This is an optimization exercise on Yosys and OpenROAD, whose aim is small area, not a production implementation. Only simulation tests tie the RTL to the original design; equivalence was not proved. Power is estimated from default activity; no workload was simulated.

// fifo
module fifo #(
    parameter XLEN = 32,
    parameter FIFO_SIZE = 32
) (
    input                           clk_i,
    input                           rst_ni,
    input                           flush_en_i,
    input                           push_en_i,
    input           [XLEN-1:0]      data_i,
    input                           pop_en_i,
    output  logic   [XLEN-1:0]      data_o,
    output  logic                   full_o,
    output  logic                   empty_o
);
    localparam AW = $clog2(FIFO_SIZE);
    logic [XLEN-1:0] mem_q [FIFO_SIZE];
    logic [AW:0] wptr_q, rptr_q;
    logic [XLEN-1:0] data_q;
    logic ptr_eq;
    assign ptr_eq  = (wptr_q[AW-1:0] == rptr_q[AW-1:0]);
    assign empty_o = ptr_eq & (wptr_q[AW] == rptr_q[AW]);
    assign full_o  = ptr_eq & (wptr_q[AW] != rptr_q[AW]);
    logic do_pop, do_push, fwd;
    assign do_pop  = ~flush_en_i & pop_en_i & ~empty_o;
    assign do_push = ~flush_en_i & push_en_i & (pop_en_i ? ~empty_o : ~full_o);
    assign fwd     = ~flush_en_i & push_en_i & pop_en_i & empty_o;
    always_ff @(posedge clk_i or negedge rst_ni) begin
        if (~rst_ni) begin
            wptr_q <= '0;
            rptr_q <= '0;
        end else if (flush_en_i) begin
            wptr_q <= '0;
            rptr_q <= '0;
        end else begin
            if (do_push) wptr_q <= wptr_q + 1'b1;
            if (do_pop)  rptr_q <= rptr_q + 1'b1;
        end
    end
    always_ff @(posedge clk_i) begin
        for (int i = 0; i < FIFO_SIZE; i++) begin
            if (do_push && (wptr_q[AW-1:0] == i)) mem_q[i] <= data_i;
        end
    end
    logic [FIFO_SIZE:0] rsel;
    always_comb begin
        for (int i = 0; i < FIFO_SIZE; i++) rsel[i] = do_pop && (rptr_q[AW-1:0] == i);
        rsel[FIFO_SIZE] = fwd;
    end
    logic [XLEN-1:0] data_d;
    for (genvar b = 0; b < XLEN; b++) begin : g_rd
        logic [FIFO_SIZE:0] col;
        logic [10:0] grp_n;
        for (genvar i = 0; i < FIFO_SIZE; i++) begin : g_col
            assign col[i] = mem_q[i][b];
        end
        assign col[FIFO_SIZE] = data_i[b];
        for (genvar k = 0; k < 11; k++) begin : g_grp
            fifo_aoi222 u_aoi (
                .a1(rsel[3*k]),   .a2(col[3*k]),
  ...
For scale: ~1100 flip-flops, roughly 71 I/O pins, ~0.037 sq mm of cells after synthesis.
==> module fifo, before the edit <==
module fifo #(
    parameter XLEN = 32,
    parameter FIFO_SIZE = 32
) (
    input                           clk_i,
    input                           rst_ni,
    input                           flush_en_i,
    input                           push_en_i,
    input           [XLEN-1:0]      data_i,
    input                           pop_en_i,
    output  logic   [XLEN-1:0]      data_o,
    output  logic                   full_o,
    output  logic                   empty_o
);
    localparam AW = $clog2(FIFO_SIZE);
    logic [XLEN-1:0] mem_q [FIFO_SIZE];
    logic [AW:0] wptr_q, rptr_q;
    logic [XLEN-1:0] data_q;
    logic ptr_eq;
    assign ptr_eq  = (wptr_q[AW-1:0] == rptr_q[AW-1:0]);
    assign empty_o = ptr_eq & (wptr_q[AW] == rptr_q[AW]);
    assign full_o  = ptr_eq & (wptr_q[AW] != rptr_q[AW]);
    logic do_pop, do_push, fwd;
    assign do_pop  = ~flush_en_i & pop_en_i & ~empty_o;
    assign do_push = ~flush_en_i & push_en_i & (pop_en_i ? ~empty_o : ~full_o);
    assign fwd     = ~flush_en_i & push_en_i & pop_en_i & empty_o;
    always_ff @(posedge clk_i or negedge rst_ni) begin
        if (~rst_ni) begin
            wptr_q <= '0;
            rptr_q <= '0;
        end else if (flush_en_i) begin
            wptr_q <= '0;
            rptr_q <= '0;
        end else begin
            if (do_push) wptr_q <= wptr_q + 1'b1;
            if (do_pop)  rptr_q <= rptr_q + 1'b1;
        end
    end
    always_ff @(posedge clk_i) begin
        for (int i = 0; i < FIFO_SIZE; i++) begin
            if (do_push && (wptr_q[AW-1:0] == i)) mem_q[i] <= data_i;
        end
    end
    logic [FIFO_SIZE:0] rsel;
    always_comb begin
        for (int i = 0; i < FIFO_SIZE; i++) rsel[i] = do_pop && (rptr_q[AW-1:0] == i);
        rsel[FIFO_SIZE] = fwd;
    end
    logic [XLEN-1:0] data_d;
    for (genvar b = 0; b < XLEN; b++) begin : g_rd
        logic [FIFO_SIZE:0] col;
        logic [10:0] grp_n;
        for (genvar i = 0; i < FIFO_SIZE; i++) begin : g_col
            assign col[i] = mem_q[i][b];
        end
        assign col[FIFO_SIZE] = data_i[b];
        for (genvar k = 0; k < 11; k++) begin : g_grp
            fifo_aoi222 u_aoi (
                .a1(rsel[3*k]),   .a2(col[3*k]),
                .b1(rsel[3*k+1]), .b2(col[3*k+1]),
                .c1(rsel[3*k+2]), .c2(col[3*k+2]),
                .y(grp_n[k])
            );
        end
        logic [2:0] part;
        fifo_nand4 u_n0 (.a(grp_n[0]), .b(grp_n[1]), .c(grp_n[2]),  .d(grp_n[3]), .y(part[0]));
        fifo_nand4 u_n1 (.a(grp_n[4]), .b(grp_n[5]), .c(grp_n[6]),  .d(grp_n[7]), .y(part[1]));
        fifo_nand3 u_n2 (.a(grp_n[8]), .b(grp_n[9]), .c(grp_n[10]), .y(part[2]));
        fifo_or3   u_or (.a(part[0]), .b(part[1]), .c(part[2]), .y(data_d[b]));
    end
    always_ff @(posedge clk_i or negedge rst_ni) begin
        if (~rst_ni) data_q <= '0;
        else         data_q <= data_d;
    end
    assign data_o = data_q;
endmodule
==> flow/config.mk <==
export PLATFORM = sky130hd
export DESIGN_NAME = fifo
export DESIGN_NICKNAME = fifo
export VERILOG_FILES = /design/flow/design.v
export SDC_FILE = /design/flow/constraint.sdc
export NUM_CORES = 4
export LEC_CHECK = 0
export CAP_MARGIN = 5
export CORE_MARGIN = 2
export CORE_UTILIZATION = 60
export CTS_CLUSTER_DIAMETER = 100
export CTS_CLUSTER_SIZE = 25
export PLACE_DENSITY = 0.7
export SLEW_MARGIN = 5
export SYNTH_HIERARCHICAL = 1
export SYNTH_MINIMUM_KEEP_SIZE = 0
==> flow/constraint.sdc <==
create_clock -name core_clock -period 7.0 [get_ports {clk_i}]
set_input_delay 1.4000 -clock core_clock [delete_from_list [all_inputs] [get_ports {clk_i}]]
set_output_delay 1.4000 -clock core_clock [all_outputs]
set_load 0.01 [all_outputs]
standard.sh (not shown) runs the stock make flow with config.mk's settings and CLKGATE_MAP_FILE= SYNTH_SCRIPT=/design/flow/synth_recipe.tcl, a recipe that flattens the netlist after the stock synthesis.
==> flow/flow/run.sh <==
#!/bin/bash
set -e
export BUFFER_PORTS_ARGS="-buffer_cell sky130_fd_sc_hd__buf_1"
export CTS_ARGS="-sink_clustering_enable -repair_clock_nets -sink_clustering_size 25 -sink_clustering_max_diameter 100 -dont_use_dummy_load"
bash standard.sh > flow.log 2>&1
==> next run, changes <==
--- a/flow/design.v
+++ b/flow/design.v
@@ -34,19 +34,33 @@
         end else begin
             if (do_push) wptr_q <= wptr_q + 1'b1;
             if (do_pop)  rptr_q <= rptr_q + 1'b1;
         end
     end
+    logic [3:0] wlo_n, rlo_n;
+    logic [7:0] whi_n, rhi_n;
+    always_comb begin
+        for (int j = 0; j < 4; j++) begin
+            wlo_n[j] = ~(do_push && (wptr_q[1:0] == j));
+            rlo_n[j] = ~(do_pop  && (rptr_q[1:0] == j));
+        end
+        for (int k = 0; k < 8; k++) begin
+            whi_n[k] = ~(wptr_q[AW-1:2] == k);
+            rhi_n[k] = ~(rptr_q[AW-1:2] == k);
+        end
+    end
+    logic [FIFO_SIZE-1:0] wsel;
+    logic [FIFO_SIZE:0] rsel;
+    for (genvar i = 0; i < FIFO_SIZE; i++) begin : g_dec
+        fifo_nor2 u_wdec (.a(wlo_n[i%4]), .b(whi_n[i/4]), .y(wsel[i]));
+        fifo_nor2 u_rdec (.a(rlo_n[i%4]), .b(rhi_n[i/4]), .y(rsel[i]));
+    end
+    assign rsel[FIFO_SIZE] = fwd;
     always_ff @(posedge clk_i) begin
         for (int i = 0; i < FIFO_SIZE; i++) begin
-            if (do_push && (wptr_q[AW-1:0] == i)) mem_q[i] <= data_i;
+            if (wsel[i]) mem_q[i] <= data_i;
         end
-    end
-    logic [FIFO_SIZE:0] rsel;
-    always_comb begin
-        for (int i = 0; i < FIFO_SIZE; i++) rsel[i] = do_pop && (rptr_q[AW-1:0] == i);
-        rsel[FIFO_SIZE] = fwd;
     end
     logic [XLEN-1:0] data_d;
     for (genvar b = 0; b < XLEN; b++) begin : g_rd
         logic [FIFO_SIZE:0] col;
         logic [10:0] grp_n;
@@ -96,5 +110,11 @@
     input  logic a, b, c,
     output logic y
 );
     assign y = a | b | c;
 endmodule
+module fifo_nor2 (
+    input  logic a, b,
+    output logic y
+);
+    assign y = ~(a | b);
+endmodule
The new run passed the timing, DRC and antenna checks. Non-clock buffer count drops by 32. Final area drops by about 0.5%. Routed wire length climbs by about 11%. Utilization drops by 0.34 points. Synthesized cell count drops by 0.87%. Total power stays flat. Setup slack is worse by 0.30 ns.

-- static timing again, ports no longer ideal --
In the flow no input, the clock included, has a driving cell. The finished layouts below were timed again as built, in two steps. Step 1: set_driving_cell puts a clkbuf_16 on clk_i and a buf_2 on each other input, an assumption about the parent block. Step 2, shift: input delay + t, output delay - t, t = (earliest + latest rising clock arrival at the registers) / 2. This alone moves slack from input paths to output paths. Slacks: no drivers / after step 1 / after step 2; pairs: no drivers / after step 1.
run	t, ns	setup slack, ns	worst setup path at the end	worst register clock-pin slew, ns	worst data-port slew with drivers (ns)
the first run	0.678	2.758 / 2.758 / 2.316	input to register	0.10 / 0.10	0.04
the second run	0.674	2.456 / 2.456 / 2.157	input to register	0.10 / 0.10	0.04
After both steps setup and hold are still met in every run listed. For the first run, which loses most, drivers alone change the setup slack by 0.000 ns; drivers and shift together by -0.442 ns.
